This is an optimization exercise on Yosys and OpenROAD, whose aim is small area and a short achievable clock period, not a production implementation. In this exercise RTL edits were held to simulation tests only and were not proved equivalent to the original.

## flow/design.v (module list and top-level ports; edited modules follow where they fit)
// module DIv: 2931 lines
// module fa: 6 lines
// module shl56: 6 lines
// module aoi222: 5 lines
// module ha: 6 lines
module DIv (clock, rst, numerator, denom, div);
  // ...
==> flow/flow/run.sh <==
#!/bin/bash
set -euo pipefail
MARGIN=$(cat flow/margin.txt)
sed -E "s/SETUP_SLACK_MARGIN=[^ ]*/SETUP_SLACK_MARGIN=${MARGIN}/" standard.sh > standard_margin.sh
grep -q "SETUP_SLACK_MARGIN=${MARGIN}" standard_margin.sh
bash standard_margin.sh > standard_margin.log 2>&1
==> flow/flow/margin.txt <==
8
==> flow/standard.sh <==
#!/bin/bash
# synth_recipe.tcl (not shown) runs the flow's synth.tcl, then flattens the netlist and writes it again
# the make line also repeats each setting of config.mk as NAME=value (left out here)
make -C /OpenROAD-flow-scripts/flow DESIGN_CONFIG=/design/flow/config.mk WORK_HOME=/design/flow/orfs CLKGATE_MAP_FILE= SYNTH_SCRIPT=/design/flow/synth_recipe.tcl "${@:-finish}"
==> flow/config.mk <==
export PLATFORM = sky130hd
export DESIGN_NAME = DIv
export DESIGN_NICKNAME = DIv
export VERILOG_FILES = /design/flow/design.v
export SDC_FILE = /design/flow/constraint.sdc
export NUM_CORES = 4
export LEC_CHECK = 0
export CAP_MARGIN = 20
export CELL_PAD_IN_SITES_DETAIL_PLACEMENT = 1
export CELL_PAD_IN_SITES_GLOBAL_PLACEMENT = 1
export CORE_MARGIN = 2
export CORE_UTILIZATION = 40
export PLACE_DENSITY = 0.45
export SETUP_SLACK_MARGIN = 5
export SLEW_MARGIN = 20
export SYNTH_HIERARCHICAL = 1
export SYNTH_MEMORY_MAX_BITS = 32768
export TNS_END_PERCENT = 5
==> flow/constraint.sdc <==
create_clock -name core_clock -period 12.5 [get_ports {clock}]
set_input_delay 2.5000 -clock core_clock [delete_from_list [all_inputs] [get_ports {clock}]]
set_output_delay 2.5000 -clock core_clock [all_outputs]
set_load 0.01 [all_outputs]
==> impl_metrics.ini, run 1 <==
[finish]
final_core_util = 0.486
drive_above_1_share = 0.172
largest_register_ffs = 142
buffers_excl_clock = 515
syn_to_final_growth_pct = 20.0
mostFrequentLayoutCells = a222oi_1, fa_1, dfxtp_1
multi_input_area_share = 0.689

[placed_design]
pre_cts_ws_ps = 4620

[grt]
grt.met2_usage = 0.578
grt_overflow_total = 0

[run]
cap_violations = 0

[synthesis]
synth_fa_ha_area_frac = 0.370
syn_avg_cell_area_sq_um = 10.9
synthFlopType = dfxtp_1
synth_compound_gate_area_share = 0.260
ys_types = 99
synthTopCellsByCount = a222oi_1, fa_1, dfxtp_1
muxShareOfSynthArea = 0.0465

[timing]
skew_ps = 52.5
timing.hold.ws_ps = 450
max_freq_mhz = 172
min_period_over_period = 0.464
final_max_slew_viol_count = 0

[detailed_routing]
dr.max_layer_used = met5
dr_wl_met3_um = 37600
drt-met1-wl_um = 91200
antenna_left = 0
wl_per_cell_um = 39.3

[setup_path]
r2r_cells = 15
cp_data_required_time_ps = 13000

[worst_hold_path]
min_from = n[2]

[clocking]
cts_setup_buffers = 100

[floorplanning]
initial_core_util = 0.405
core_sq_um = 115000

[outcome]
status = timing/DRC/antenna clean
==> inputs of run 2 (changes only) <==
--- a/flow/design.v
+++ b/flow/design.v
@@ -662,80 +662,80 @@
   wire s2_10 = (dh[0] & (dl[5] | dl[6] | dl[7] | dl[8])) | (dh[1] & (dl[8] | dl[9] | dl[10] | dl[11] | dl[12] | dl[13])) | (dh[3] & (dl[3] | dl[4] | dl[5] | dl[6] | dl[7] | dl[8] | dl[9] | dl[10])) | (dh[5] & (dl[8] | dl[9] | dl[10] | dl[11] | dl[12] | dl[13] | dl[14] | dl[15])) | (dh[6] & (dl[0] | dl[1] | dl[2] | dl[3]));
   wire s3_10 = (dh[0] & (dl[0] | dl[1] | dl[2] | dl[3] | dl[4])) | (dh[1] & (dl[3] | dl[4] | dl[5] | dl[6] | dl[7])) | (dh[2] & (dl[11] | dl[12] | dl[13] | dl[14] | dl[15])) | (dh[3] & (dl[0] | dl[1] | dl[2])) | (dh[4] & (dl[13] | dl[14] | dl[15])) | (dh[5] & (dl[0] | dl[1] | dl[2] | dl[3] | dl[4] | dl[5] | dl[6] | dl[7])) | (dh[8]);
   wire s1_11 = (dh[2] & (dl[11] | dl[12] | dl[13] | dl[14] | dl[15])) | (dh[3]) | (dh[4] & (dl[0] | dl[1] | dl[2] | dl[3] | dl[4] | dl[5] | dl[6] | dl[7] | dl[8] | dl[9] | dl[10] | dl[11] | dl[12]));
   wire s2_11 = (dh[1] & (dl[3] | dl[4] | dl[5] | dl[6] | dl[7] | dl[8] | dl[9] | dl[10] | dl[11] | dl[12] | dl[13] | dl[14] | dl[15])) | (dh[2] & (dl[0] | dl[1] | dl[2] | dl[3] | dl[4] | dl[5] | dl[6] | dl[7] | dl[8] | dl[9] | dl[10]));
   wire s3_11 = (dh[0]) | (dh[1] & (dl[0] | dl[1] | dl[2])) | (dh[8]);
   wire u24 = (dh[0]) | (dh[1]) | (dh[2]) | (dh[3]) | (dh[4]) | (dh[5]) | (dh[6]) | (dh[7]);
   wire [65:0] x3 = {x3h, x[0]};
   wire [65:0] pn0;
-  assign pn0[0] = ~(s1_0 & x[0] | s3_0 & x3[0]);
-  aoi222 u_pp0_1 (.a1(s1_0), .a2(x[1]), .b1(s2_0), .b2(x[0]), .c1(s3_0), .c2(x3[1]), .y(pn0[1]));
-  aoi222 u_pp0_2 (.a1(s1_0), .a2(x[2]), .b1(s2_0), .b2(x[1]), .c1(s3_0), .c2(x3[2]), .y(pn0[2]));
-  aoi222 u_pp0_3 (.a1(s1_0), .a2(x[3]), .b1(s2_0), .b2(x[2]), .c1(s3_0), .c2(x3[3]), .y(pn0[3]));
-  aoi222 u_pp0_4 (.a1(s1_0), .a2(x[4]), .b1(s2_0), .b2(x[3]), .c1(s3_0), .c2(x3[4]), .y(pn0[4]));
-  aoi222 u_pp0_5 (.a1(s1_0), .a2(x[5]), .b1(s2_0), .b2(x[4]), .c1(s3_0), .c2(x3[5]), .y(pn0[5]));
-  aoi222 u_pp0_6 (.a1(s1_0), .a2(x[6]), .b1(s2_0), .b2(x[5]), .c1(s3_0), .c2(x3[6]), .y(pn0[6]));
-  aoi222 u_pp0_7 (.a1(s1_0), .a2(x[7]), .b1(s2_0), .b2(x[6]), .c1(s3_0), .c2(x3[7]), .y(pn0[7]));
-  aoi222 u_pp0_8 (.a1(s1_0), .a2(x[8]), .b1(s2_0), .b2(x[7]), .c1(s3_0), .c2(x3[8]), .y(pn0[8]));
-  aoi222 u_pp0_9 (.a1(s1_0), .a2(x[9]), .b1(s2_0), .b2(x[8]), .c1(s3_0), .c2(x3[9]), .y(pn0[9]));
-  aoi222 u_pp0_10 (.a1(s1_0), .a2(x[10]), .b1(s2_0), .b2(x[9]), .c1(s3_0), .c2(x3[10]), .y(pn0[10]));
-  aoi222 u_pp0_11 (.a1(s1_0), .a2(x[11]), .b1(s2_0), .b2(x[10]), .c1(s3_0), .c2(x3[11]), .y(pn0[11]));
-  aoi222 u_pp0_12 (.a1(s1_0), .a2(x[12]), .b1(s2_0), .b2(x[11]), .c1(s3_0), .c2(x3[12]), .y(pn0[12]));
-  aoi222 u_pp0_13 (.a1(s1_0), .a2(x[13]), .b1(s2_0), .b2(x[12]), .c1(s3_0), .c2(x3[13]), .y(pn0[13]));
-  aoi222 u_pp0_14 (.a1(s1_0), .a2(x[14]), .b1(s2_0), .b2(x[13]), .c1(s3_0), .c2(x3[14]), .y(pn0[14]));
-  aoi222 u_pp0_15 (.a1(s1_0), .a2(x[15]), .b1(s2_0), .b2(x[14]), .c1(s3_0), .c2(x3[15]), .y(pn0[15]));
-  aoi222 u_pp0_16 (.a1(s1_0), .a2(x[16]), .b1(s2_0), .b2(x[15]), .c1(s3_0), .c2(x3[16]), .y(pn0[16]));
-  aoi222 u_pp0_17 (.a1(s1_0), .a2(x[17]), .b1(s2_0), .b2(x[16]), .c1(s3_0), .c2(x3[17]), .y(pn0[17]));
-  aoi222 u_pp0_18 (.a1(s1_0), .a2(x[18]), .b1(s2_0), .b2(x[17]), .c1(s3_0), .c2(x3[18]), .y(pn0[18]));
-  aoi222 u_pp0_19 (.a1(s1_0), .a2(x[19]), .b1(s2_0), .b2(x[18]), .c1(s3_0), .c2(x3[19]), .y(pn0[19]));
-  aoi222 u_pp0_20 (.a1(s1_0), .a2(x[20]), .b1(s2_0), .b2(x[19]), .c1(s3_0), .c2(x3[20]), .y(pn0[20]));
-  aoi222 u_pp0_21 (.a1(s1_0), .a2(x[21]), .b1(s2_0), .b2(x[20]), .c1(s3_0), .c2(x3[21]), .y(pn0[21]));
-  aoi222 u_pp0_22 (.a1(s1_0), .a2(x[22]), .b1(s2_0), .b2(x[21]), .c1(s3_0), .c2(x3[22]), .y(pn0[22]));
-  aoi222 u_pp0_23 (.a1(s1_0), .a2(x[23]), .b1(s2_0), .b2(x[22]), .c1(s3_0), .c2(x3[23]), .y(pn0[23]));
-  aoi222 u_pp0_24 (.a1(s1_0), .a2(x[24]), .b1(s2_0), .b2(x[23]), .c1(s3_0), .c2(x3[24]), .y(pn0[24]));
-  aoi222 u_pp0_25 (.a1(s1_0), .a2(x[25]), .b1(s2_0), .b2(x[24]), .c1(s3_0), .c2(x3[25]), .y(pn0[25]));
-  aoi222 u_pp0_26 (.a1(s1_0), .a2(x[26]), .b1(s2_0), .b2(x[25]), .c1(s3_0), .c2(x3[26]), .y(pn0[26]));
-  aoi222 u_pp0_27 (.a1(s1_0), .a2(x[27]), .b1(s2_0), .b2(x[26]), .c1(s3_0), .c2(x3[27]), .y(pn0[27]));
-  aoi222 u_pp0_28 (.a1(s1_0), .a2(x[28]), .b1(s2_0), .b2(x[27]), .c1(s3_0), .c2(x3[28]), .y(pn0[28]));
-  aoi222 u_pp0_29 (.a1(s1_0), .a2(x[29]), .b1(s2_0), .b2(x[28]), .c1(s3_0), .c2(x3[29]), .y(pn0[29]));
-  aoi222 u_pp0_30 (.a1(s1_0), .a2(x[30]), .b1(s2_0), .b2(x[29]), .c1(s3_0), .c2(x3[30]), .y(pn0[30]));
-  aoi222 u_pp0_31 (.a1(s1_0), .a2(x[31]), .b1(s2_0), .b2(x[30]), .c1(s3_0), .c2(x3[31]), .y(pn0[31]));
-  aoi222 u_pp0_32 (.a1(s1_0), .a2(x[32]), .b1(s2_0), .b2(x[31]), .c1(s3_0), .c2(x3[32]), .y(pn0[32]));
-  aoi222 u_pp0_33 (.a1(s1_0), .a2(x[33]), .b1(s2_0), .b2(x[32]), .c1(s3_0), .c2(x3[33]), .y(pn0[33]));
-  aoi222 u_pp0_34 (.a1(s1_0), .a2(x[34]), .b1(s2_0), .b2(x[33]), .c1(s3_0), .c2(x3[34]), .y(pn0[34]));
-  aoi222 u_pp0_35 (.a1(s1_0), .a2(x[35]), .b1(s2_0), .b2(x[34]), .c1(s3_0), .c2(x3[35]), .y(pn0[35]));
-  aoi222 u_pp0_36 (.a1(s1_0), .a2(x[36]), .b1(s2_0), .b2(x[35]), .c1(s3_0), .c2(x3[36]), .y(pn0[36]));
-  aoi222 u_pp0_37 (.a1(s1_0), .a2(x[37]), .b1(s2_0), .b2(x[36]), .c1(s3_0), .c2(x3[37]), .y(pn0[37]));
-  aoi222 u_pp0_38 (.a1(s1_0), .a2(x[38]), .b1(s2_0), .b2(x[37]), .c1(s3_0), .c2(x3[38]), .y(pn0[38]));
-  aoi222 u_pp0_39 (.a1(s1_0), .a2(x[39]), .b1(s2_0), .b2(x[38]), .c1(s3_0), .c2(x3[39]), .y(pn0[39]));
-  aoi222 u_pp0_40 (.a1(s1_0), .a2(x[40]), .b1(s2_0), .b2(x[39]), .c1(s3_0), .c2(x3[40]), .y(pn0[40]));
-  aoi222 u_pp0_41 (.a1(s1_0), .a2(x[41]), .b1(s2_0), .b2(x[40]), .c1(s3_0), .c2(x3[41]), .y(pn0[41]));
-  aoi222 u_pp0_42 (.a1(s1_0), .a2(x[42]), .b1(s2_0), .b2(x[41]), .c1(s3_0), .c2(x3[42]), .y(pn0[42]));
-  aoi222 u_pp0_43 (.a1(s1_0), .a2(x[43]), .b1(s2_0), .b2(x[42]), .c1(s3_0), .c2(x3[43]), .y(pn0[43]));
-  aoi222 u_pp0_44 (.a1(s1_0), .a2(x[44]), .b1(s2_0), .b2(x[43]), .c1(s3_0), .c2(x3[44]), .y(pn0[44]));
-  aoi222 u_pp0_45 (.a1(s1_0), .a2(x[45]), .b1(s2_0), .b2(x[44]), .c1(s3_0), .c2(x3[45]), .y(pn0[45]));
-  aoi222 u_pp0_46 (.a1(s1_0), .a2(x[46]), .b1(s2_0), .b2(x[45]), .c1(s3_0), .c2(x3[46]), .y(pn0[46]));
-  aoi222 u_pp0_47 (.a1(s1_0), .a2(x[47]), .b1(s2_0), .b2(x[46]), .c1(s3_0), .c2(x3[47]), .y(pn0[47]));
-  aoi222 u_pp0_48 (.a1(s1_0), .a2(x[48]), .b1(s2_0), .b2(x[47]), .c1(s3_0), .c2(x3[48]), .y(pn0[48]));
-  aoi222 u_pp0_49 (.a1(s1_0), .a2(x[49]), .b1(s2_0), .b2(x[48]), .c1(s3_0), .c2(x3[49]), .y(pn0[49]));
-  aoi222 u_pp0_50 (.a1(s1_0), .a2(x[50]), .b1(s2_0), .b2(x[49]), .c1(s3_0), .c2(x3[50]), .y(pn0[50]));
-  aoi222 u_pp0_51 (.a1(s1_0), .a2(x[51]), .b1(s2_0), .b2(x[50]), .c1(s3_0), .c2(x3[51]), .y(pn0[51]));
-  aoi222 u_pp0_52 (.a1(s1_0), .a2(x[52]), .b1(s2_0), .b2(x[51]), .c1(s3_0), .c2(x3[52]), .y(pn0[52]));
-  aoi222 u_pp0_53 (.a1(s1_0), .a2(x[53]), .b1(s2_0), .b2(x[52]), .c1(s3_0), .c2(x3[53]), .y(pn0[53]));
-  aoi222 u_pp0_54 (.a1(s1_0), .a2(x[54]), .b1(s2_0), .b2(x[53]), .c1(s3_0), .c2(x3[54]), .y(pn0[54]));
-  aoi222 u_pp0_55 (.a1(s1_0), .a2(x[55]), .b1(s2_0), .b2(x[54]), .c1(s3_0), .c2(x3[55]), .y(pn0[55]));
-  aoi222 u_pp0_56 (.a1(s1_0), .a2(x[56]), .b1(s2_0), .b2(x[55]), .c1(s3_0), .c2(x3[56]), .y(pn0[56]));
-  aoi222 u_pp0_57 (.a1(s1_0), .a2(x[57]), .b1(s2_0), .b2(x[56]), .c1(s3_0), .c2(x3[57]), .y(pn0[57]));
-  aoi222 u_pp0_58 (.a1(s1_0), .a2(x[58]), .b1(s2_0), .b2(x[57]), .c1(s3_0), .c2(x3[58]), .y(pn0[58]));
-  aoi222 u_pp0_59 (.a1(s1_0), .a2(x[59]), .b1(s2_0), .b2(x[58]), .c1(s3_0), .c2(x3[59]), .y(pn0[59]));
-  aoi222 u_pp0_60 (.a1(s1_0), .a2(x[60]), .b1(s2_0), .b2(x[59]), .c1(s3_0), .c2(x3[60]), .y(pn0[60]));
-  aoi222 u_pp0_61 (.a1(s1_0), .a2(x[61]), .b1(s2_0), .b2(x[60]), .c1(s3_0), .c2(x3[61]), .y(pn0[61]));
-  aoi222 u_pp0_62 (.a1(s1_0), .a2(x[62]), .b1(s2_0), .b2(x[61]), .c1(s3_0), .c2(x3[62]), .y(pn0[62]));
-  aoi222 u_pp0_63 (.a1(s1_0), .a2(x[63]), .b1(s2_0), .b2(x[62]), .c1(s3_0), .c2(x3[63]), .y(pn0[63]));
+  assign pn0[0] = ~(s3_0 & x3[0]);
+  assign pn0[1] = ~(s2_0 & x[0] | s3_0 & x3[1]);
+  assign pn0[2] = ~(s2_0 & x[1] | s3_0 & x3[2]);
+  assign pn0[3] = ~(s2_0 & x[2] | s3_0 & x3[3]);
+  assign pn0[4] = ~(s2_0 & x[3] | s3_0 & x3[4]);
+  assign pn0[5] = ~(s2_0 & x[4] | s3_0 & x3[5]);
+  assign pn0[6] = ~(s2_0 & x[5] | s3_0 & x3[6]);
+  assign pn0[7] = ~(s2_0 & x[6] | s3_0 & x3[7]);
+  assign pn0[8] = ~(s2_0 & x[7] | s3_0 & x3[8]);
+  assign pn0[9] = ~(s2_0 & x[8] | s3_0 & x3[9]);
+  assign pn0[10] = ~(s2_0 & x[9] | s3_0 & x3[10]);
+  assign pn0[11] = ~(s2_0 & x[10] | s3_0 & x3[11]);
+  assign pn0[12] = ~(s2_0 & x[11] | s3_0 & x3[12]);
+  assign pn0[13] = ~(s2_0 & x[12] | s3_0 & x3[13]);
+  assign pn0[14] = ~(s2_0 & x[13] | s3_0 & x3[14]);
+  assign pn0[15] = ~(s2_0 & x[14] | s3_0 & x3[15]);
+  assign pn0[16] = ~(s2_0 & x[15] | s3_0 & x3[16]);
+  assign pn0[17] = ~(s2_0 & x[16] | s3_0 & x3[17]);
+  assign pn0[18] = ~(s2_0 & x[17] | s3_0 & x3[18]);
+  assign pn0[19] = ~(s2_0 & x[18] | s3_0 & x3[19]);
+  assign pn0[20] = ~(s2_0 & x[19] | s3_0 & x3[20]);
+  assign pn0[21] = ~(s2_0 & x[20] | s3_0 & x3[21]);
+  assign pn0[22] = ~(s2_0 & x[21] | s3_0 & x3[22]);
+  assign pn0[23] = ~(s2_0 & x[22] | s3_0 & x3[23]);
+  assign pn0[24] = ~(s2_0 & x[23] | s3_0 & x3[24]);
+  assign pn0[25] = ~(s2_0 & x[24] | s3_0 & x3[25]);
+  assign pn0[26] = ~(s2_0 & x[25] | s3_0 & x3[26]);
+  assign pn0[27] = ~(s2_0 & x[26] | s3_0 & x3[27]);
+  assign pn0[28] = ~(s2_0 & x[27] | s3_0 & x3[28]);
+  assign pn0[29] = ~(s2_0 & x[28] | s3_0 & x3[29]);
+  assign pn0[30] = ~(s2_0 & x[29] | s3_0 & x3[30]);
+  assign pn0[31] = ~(s2_0 & x[30] | s3_0 & x3[31]);
+  assign pn0[32] = ~(s2_0 & x[31] | s3_0 & x3[32]);
+  assign pn0[33] = ~(s2_0 & x[32] | s3_0 & x3[33]);
+  assign pn0[34] = ~(s2_0 & x[33] | s3_0 & x3[34]);
+  assign pn0[35] = ~(s2_0 & x[34] | s3_0 & x3[35]);
+  assign pn0[36] = ~(s2_0 & x[35] | s3_0 & x3[36]);
+  assign pn0[37] = ~(s2_0 & x[36] | s3_0 & x3[37]);
+  assign pn0[38] = ~(s2_0 & x[37] | s3_0 & x3[38]);
+  assign pn0[39] = ~(s2_0 & x[38] | s3_0 & x3[39]);
+  assign pn0[40] = ~(s2_0 & x[39] | s3_0 & x3[40]);
+  assign pn0[41] = ~(s2_0 & x[40] | s3_0 & x3[41]);
+  assign pn0[42] = ~(s2_0 & x[41] | s3_0 & x3[42]);
+  assign pn0[43] = ~(s2_0 & x[42] | s3_0 & x3[43]);
+  assign pn0[44] = ~(s2_0 & x[43] | s3_0 & x3[44]);
+  assign pn0[45] = ~(s2_0 & x[44] | s3_0 & x3[45]);
+  assign pn0[46] = ~(s2_0 & x[45] | s3_0 & x3[46]);
+  assign pn0[47] = ~(s2_0 & x[46] | s3_0 & x3[47]);
+  assign pn0[48] = ~(s2_0 & x[47] | s3_0 & x3[48]);
+  assign pn0[49] = ~(s2_0 & x[48] | s3_0 & x3[49]);
+  assign pn0[50] = ~(s2_0 & x[49] | s3_0 & x3[50]);
+  assign pn0[51] = ~(s2_0 & x[50] | s3_0 & x3[51]);
+  assign pn0[52] = ~(s2_0 & x[51] | s3_0 & x3[52]);
+  assign pn0[53] = ~(s2_0 & x[52] | s3_0 & x3[53]);
+  assign pn0[54] = ~(s2_0 & x[53] | s3_0 & x3[54]);
+  assign pn0[55] = ~(s2_0 & x[54] | s3_0 & x3[55]);
+  assign pn0[56] = ~(s2_0 & x[55] | s3_0 & x3[56]);
+  assign pn0[57] = ~(s2_0 & x[56] | s3_0 & x3[57]);
+  assign pn0[58] = ~(s2_0 & x[57] | s3_0 & x3[58]);
+  assign pn0[59] = ~(s2_0 & x[58] | s3_0 & x3[59]);
+  assign pn0[60] = ~(s2_0 & x[59] | s3_0 & x3[60]);
+  assign pn0[61] = ~(s2_0 & x[60] | s3_0 & x3[61]);
+  assign pn0[62] = ~(s2_0 & x[61] | s3_0 & x3[62]);
+  assign pn0[63] = ~(s2_0 & x[62] | s3_0 & x3[63]);
   assign pn0[64] = ~(s2_0 & x[63] | s3_0 & x3[64]);
   assign pn0[65] = ~(s3_0 & x3[65]);
   wire [65:0] pn1;
   assign pn1[0] = ~(s1_1 & x[0] | s3_1 & x3[0]);
   aoi222 u_pp1_1 (.a1(s1_1), .a2(x[1]), .b1(s2_1), .b2(x[0]), .c1(s3_1), .c2(x3[1]), .y(pn1[1]));
   aoi222 u_pp1_2 (.a1(s1_1), .a2(x[2]), .b1(s2_1), .b2(x[1]), .c1(s3_1), .c2(x3[2]), .y(pn1[2]));
   aoi222 u_pp1_3 (.a1(s1_1), .a2(x[3]), .b1(s2_1), .b2(x[2]), .c1(s3_1), .c2(x3[3]), .y(pn1[3]));
   aoi222 u_pp1_4 (.a1(s1_1), .a2(x[4]), .b1(s2_1), .b2(x[3]), .c1(s3_1), .c2(x3[4]), .y(pn1[4]));
@@ -2917,20 +2917,21 @@
   assign fc_s[64] = fc_p0_64 ^ fc_g6_63;
   assign fc_s[65] = fc_p0_65 ^ fc_g7_64;
   assign fc_s[66] = fc_p0_66 ^ fc_g7_65;
   assign fc_s[67] = fc_p0_67 ^ fc_g7_66;
   wire fc_c = fc_g7_67;
   wire [87:0] r = {fc_s, 20'd0};
   wire [55:0] w = r[87:32];
   wire [55:0] ws;
-  shl56 u_shl (.a(w), .n(n1), .y(ws));
+  wire [5:0] sh = rst ? n1 : 6'd63;    
+  shl56 u_shl (.a(w), .n(sh), .y(ws));
   reg [55:0] dv;
   always @(posedge clock) begin
-    if (!rst) dv <= 56'd0; else dv <= ws;
+    dv <= ws;
   end
   assign div = {dv, 8'd0};
 endmodule
 module fa (a, b, c, s, co);
   input a, b, c;
   output s, co;
   assign s = a ^ b ^ c;
   assign co = a & b | a & c | b & c;
==> flow/flow/margin.txt (replaced) <==
7
==> run 2 against run 1 <==
  * Cell area down 2.0%
  * Critical endpoint is now cs[73]
  * Flip-flop and latch count unchanged
  * Via count down 1.7%
  * Global-route usage up 1.2 points
  * Highest routed layer unchanged
==> impl_metrics.ini, run 2 <==
[outcome]
status = timing/DRC/antenna clean

[detailed_routing]
wl_per_cell_um = 39.9
drc = 0
antenna_left = 0
firstDrtPassIters = 17
vias = 47100
drt-initial-drc-count = 10900
routed_via_density = 7.73
wl_um = 243000

[timing]
hold_viol = 0
setup_tns_ps = 0
min_period_ps = 5750
tightest_slew_ps = 1320
min_period_over_period = 0.460
max_freq_mhz = 174
slew_headroom = 0.116
rsz0062_at_grt = yes
fin_ws_ps = 6750
final_max_slew_viol_count = 0
timing.hold.ws_ps = 573
final-setup-viol-count = 0
skew_ps = 52.2

[worst_hold_path]
hold_path.class = reg -> reg

[floorplanning]
row_count = 123
core_sq_um = 113000
dieWidth_um = 342
io_pins = 194
initial_core_util = 0.405
die_h_um = 342
dieArea_sq_um = 117000

[synthesis]
syn_inst = 4197
yosys.area.top_type_share = 0.328
synth_edf_count = 25
yosys-top-cells-area = fa_1, a222oi_1, dfxtp_1
yosysWarnings = 7
synthFlopType = dfxtp_1
ys_types = 95
synth_largest_area_cell = fa_1
synth-seq-cells = 373
synthesis.area_sq_um = 45700
yosys.cell_count.top_type = fa_1
synthTopCellsByCount = fa_1, a222oi_1, dfxtp_1
syn_avg_cell_area_sq_um = 10.9
synthArstFlopShare = 0
ys_seq_area_frac = 0.169

[finish]
nets = 5605
drive_above_1_share = 0.156
mostFrequentLayoutCells = fa_1, a222oi_1, dfxtp_1
stdcell_count = 6096
largest_register_ffs = 142
top_register = cs
reg_top3 = cs (142), x3h (65), x (64)
syn_to_final_growth_pct = 19.4
layout_commonest_cell = fa_1

[clocking]
cts_max_level = 2
insertion_delay_ps = 670
cts.sinks = 373
path_clk_slew_ps = 60
cts_tree = done
cts_root_buf = clkbuf_16
clockBufferDepth = 3
cts_buffers = 49

[grt]
grt_antenna_before_repair = 10
grt_overflow_total = 0
grt_use_met1 = 0.524
grt.met2_usage = 0.584
use_met3 = 0.168
grt_pass1_vias = 49000
grt_use_total = 0.405
grt_max_degree = 68
grt_pass1_wl_um = 349000
gr-max-usage-layer = met2

[placed_design]
pre_cts_ws_ps = 4920
dp_hpwl_um = 145000
io_buffers = 185
dpl.cell_count = 5860
globalplace.congestion = 0.895

[setup_path]
r2r_setup_slack_ps = 6750
cp.arrival_ps = 6250
cp_data_required_time_ps = 13000
crit_path_start_kind = register
crit_path_end_kind = register
path_max_fanout = 8
worstSetupPathType = reg -> reg

[run]
cap_violations = 0
## run 2: path summary, 6_finish.rpt
check / end / cells after the start / from
max reg2reg: cs[73] / 16 / dl[3]
max: cs[73] / 16 / dl[3]
min reg2reg: n1[0] / 1 / n[0]
min: n1[0] / 1 / n[0]
## run 2: layout make-up
type | instances | area [sq um]
fill | 12100 | 58300
multi-input combinational | 3404 | 37400
sequential | 373 | 7750
timing repair buffer | 470 | 4770
tap | 1500 | 1880
clock buffer | 60 | 1340
inverter | 254 | 953
clock inverter | 31 | 433
antenna | 4 | 10.0
## run 2: stage by stage
stage	instance area, sq um	util
detailed placement	49900	0.443
floorplan	45800	-
finish	54500	0.483
global placement	49900	0.443
CTS	53800	0.477
global route	54500	0.483
## run 2: critical path, stage by stage (launching register included)
cell and delay [ps]:
edfxtp_1 440, buf_12 170, or2_4 260, buf_12 140
buf_6 110, or4_4 490, a221oi_4 360, nand3_4 120
buf_12 200, buf_12 140, buf_4 190, a222oi_1 430
fa_1 510, fa_1 520, fa_1 400, fa_1 580
fa_1 530
## run 2: per-layer routing
metal  vias to the layer above  share of wire
met3                      1046           0.15
met1                     23800           0.37
met5                         -        0.00071
met4                        17          0.061
li1                      17900              -
met2                      4434           0.41
## run 2: kinds of logic after synthesis
group                      after synthesis  synth area share
AOI/OAI and AO/OA                     1404             0.257
xor gates and xnor gates               104            0.0200
adders and majority gates              923             0.376
buffers and inverters                  432            0.0396
DFF                                    373             0.169
muxes                                  129            0.0460
other                                    1         0.0000821
and+or+nand+nor                        831            0.0922
## run 2: timing repair
item	CTS	global route
pin swaps	81	83
gates cloned	13	5
setup endpoints to repair	248	200
resized for setup	260	100
hold buffers	0	0
setup buffers	100	22
## run 2: per-module statistics from Yosys, one instance, submodules excluded
module	cells	flops+latches	area, sq um
DIv	2331	373	19900
aoi222	1	0	10.0
fa	1	0	20.0
ha	1	0	12.5
shl56	406	0	3650
==> inputs of run 3 (changes only) <==
==> flow/run.sh (new file) <==
#!/bin/bash
# synth_recipe.tcl (not shown) runs the flow's synth.tcl, then flattens the netlist and writes it again
# the make line also repeats each setting of config.mk as NAME=value (left out here)
make -C /OpenROAD-flow-scripts/flow DESIGN_CONFIG=/design/flow/config.mk WORK_HOME=/design/flow/orfs CLKGATE_MAP_FILE= SYNTH_SCRIPT=/design/flow/synth_recipe.tcl finish
removed: flow/flow/run.sh
removed: flow/flow/margin.txt
removed: flow/standard.sh
==> run 3 against run 2 <==
  * Synthesized cell count stayed put
  * Flip-flop and latch count unchanged
  * Sequential share of layout area rose by 0.82 points
  * Highest routed layer unchanged
  * First-iteration DRC count shrank 2.5%
  * Cell area down 5.6%
  * Cell count down 2.4%
  * Critical path depth is 4 lower
  * Still clean
  * Via count is 2.5% lower
==> impl_metrics.ini, run 3 <==
[synthesis]
synthFlopType = dfxtp_1
ys_seq_area_frac = 0.169
synthArstFlopShare = 0
syn_inst = 4197
yosys-top-cells-area = fa_1, a222oi_1, dfxtp_1
synthesis.area_sq_um = 45700
syn_avg_cell_area_sq_um = 10.9
synth-seq-cells = 373
yosys.cell_count.top_type = fa_1
yosys.area.top_type_share = 0.328
synth_largest_area_cell = fa_1
synthTopCellsByCount = fa_1, a222oi_1, dfxtp_1
synth_edf_count = 25
ys_types = 95
yosysWarnings = 7

[detailed_routing]
routed_via_density = 7.72
drt-initial-drc-count = 10700
drc = 0
antenna_left = 0
wl_um = 233000
vias = 46000
firstDrtPassIters = 12
wl_per_cell_um = 39.1

[timing]
rsz0062_at_grt = no
setup_tns_ps = 0
fin_ws_ps = 5340
final-setup-viol-count = 0
min_period_over_period = 0.573
max_freq_mhz = 140
timing.hold.ws_ps = 565
min_period_ps = 7160
hold_viol = 0
tightest_slew_ps = 1280
slew_headroom = 0.145
final_max_slew_viol_count = 0
skew_ps = 62.6

[placed_design]
pre_cts_ws_ps = 4860
dpl.cell_count = 5857
dp_hpwl_um = 144000
io_buffers = 185
placed_cell_area_sq_um = 49800
globalplace.congestion = 0.902

[finish]
syn_to_final_growth_pct = 12.8
nets = 5461
drive_above_1_share = 0.0926
largest_register_ffs = 142
final_core_util = 0.457
fin_area_sq_um = 51500
layout_commonest_cell = fa_1
top_register = cs
mostFrequentLayoutCells = fa_1, a222oi_1, dfxtp_1
reg_top3 = cs (142), x3h (65), x (64)
stdcell_count = 5949

[setup_path]
cp.arrival_ps = 7660
cp_data_required_time_ps = 13000
path_max_fanout = 48
crit_path_start_kind = register
path_cells = or2_2, or3_1, or2_2, o41ai_1, nand3b_1, buf_4, a222oi_1, fa_1, fa_1, fa_1, fa_1, fa_1
crit_path_frequent_cell = fa_1
cpPeakStageDelay_ps = 810
worstSetupPathType = reg -> reg
crit_path_end_kind = register
cp_slowest_cell = nand3b_1

[clocking]
clockBufferDepth = 3
cts.sinks = 373
path_clk_slew_ps = 60
cts_buffers = 49
cts_root_buf = clkbuf_16
ctsResizeCount = 0
insertion_delay_ps = 680
cts_tree = done
hold_buffers = 0
cts_setup_buffers = 0
cts_max_level = 2

[floorplanning]
dieWidth_um = 342
initial_core_util = 0.405
core_sq_um = 113000
io_pins = 194
die_h_um = 342
row_count = 123
dieArea_sq_um = 117000

[outcome]
status = timing/DRC/antenna clean

[run]
cap_violations = 0

[grt]
grt_max_degree = 68
grt_use_total = 0.389
grt_overflow_total = 0
grt_antenna_before_repair = 1
grt_pass1_vias = 47900
grt_pass1_wl_um = 338000

[worst_hold_path]
hold_path.class = reg -> reg
==> run 3: cell counts after synthesis <==
No cell type changed its count.
==> run 3: per-layer routing <==
metal	track usage	part of all wire
met5	0.00163	0.000047
met4	0.175	0.055
met3	0.152	0.15
met2	0.565	0.41
met1	0.511	0.38
==> run 3: cells by family after synthesis <==
family,share of synthesized area
AO/OA/AOI/OAI,0.257
buffers and inverters,0.0396
multiplexers,0.0460
adder cells (fa/ha/maj),0.376
flip-flops,0.169
XOR/XNOR,0.0200
other,0.0000821
AND/OR/NAND/NOR,0.0922
==> run 3: path summary, 6_finish.rpt <==
check / from / end / slack [ps] / cells past startpoint
worst min register to register: n[0] / n1[0] / 560 / 1
worst max-delay path: dl[3] / cs[45] / 5340 / 12
worst min-delay path: n[0] / n1[0] / 560 / 1
worst max register to register: dl[3] / cs[45] / 5340 / 12
==> run 3: area by class of cell <==
cell class | instances | area (sq um)
Clock inverter | 25 | 229
Antenna cell | 1 | 2.50
Timing Repair Buffer | 331 | 2950
Sequential cell | 373 | 7740
Inverter | 254 | 953
Clock buffer | 66 | 1420
Tap cell | 1500 | 1880
Fill cell | 12300 | 61300
Multi-Input combinational cell | 3399 | 36300
==> run 3: worst max-delay path, delay by kind of cell, from the launching register on <==
family	cells	cell delay, ps
AOI/OAI and AO/OA	2	1000
adders and majority gates	5	2400
buffers and inverters	1	640
DFF	1	750
and+or+nand+nor	4	2200
==> run 3: modules after synthesis (local to each module, per instance) <==
module / flip-flops and latches / cell area, sq um / cells inside / times used
fa: 0 / 20.0 / 1 / 739
ha: 0 / 12.5 / 1 / 28
aoi222: 0 / 10.0 / 1 / 693
DIv: 373 / 19900 / 2331 / 1
shl56: 0 / 3650 / 406 / 1

-- separate check: timing with driven ports --
In the flow no input, the clock included, has a driving cell. The finished layouts below were timed again as built, in two steps.
Step 1: set_driving_cell puts a clkbuf_16 on clock and a buf_2 on each other input, an assumption about the parent block.
Step 2 times the ports against the registers' clock, not the clock port: input delays grow and output delays shrink by t, the midpoint of the rising clock arrivals with the driver on.
a / b / c = ideal / step 1 / step 2; a / b = the first two.
| run | t (ns) | slack for setup (ns) | worst setup path at the end | latest minus earliest clock arrival (ns) | worst slew at a driven data input, ns |
|---|---|---|---|---|---|
| run 1 | 0.718 | 6.698 / 6.698 / 6.208 | input to register | 0.057 / 0.057 | 0.10 |
| run 2 | 0.722 | 6.754 / 6.754 / 6.181 | input to register | 0.053 / 0.053 | 0.06 |
| run 3 | 0.720 | 5.339 / 5.339 / 4.846 | input to register | 0.066 / 0.066 | 0.07 |
After both steps every run listed still meets setup and hold. For run 2, which loses most, drivers alone change the setup slack by 0.000 ns; drivers and shift together by -0.573 ns.
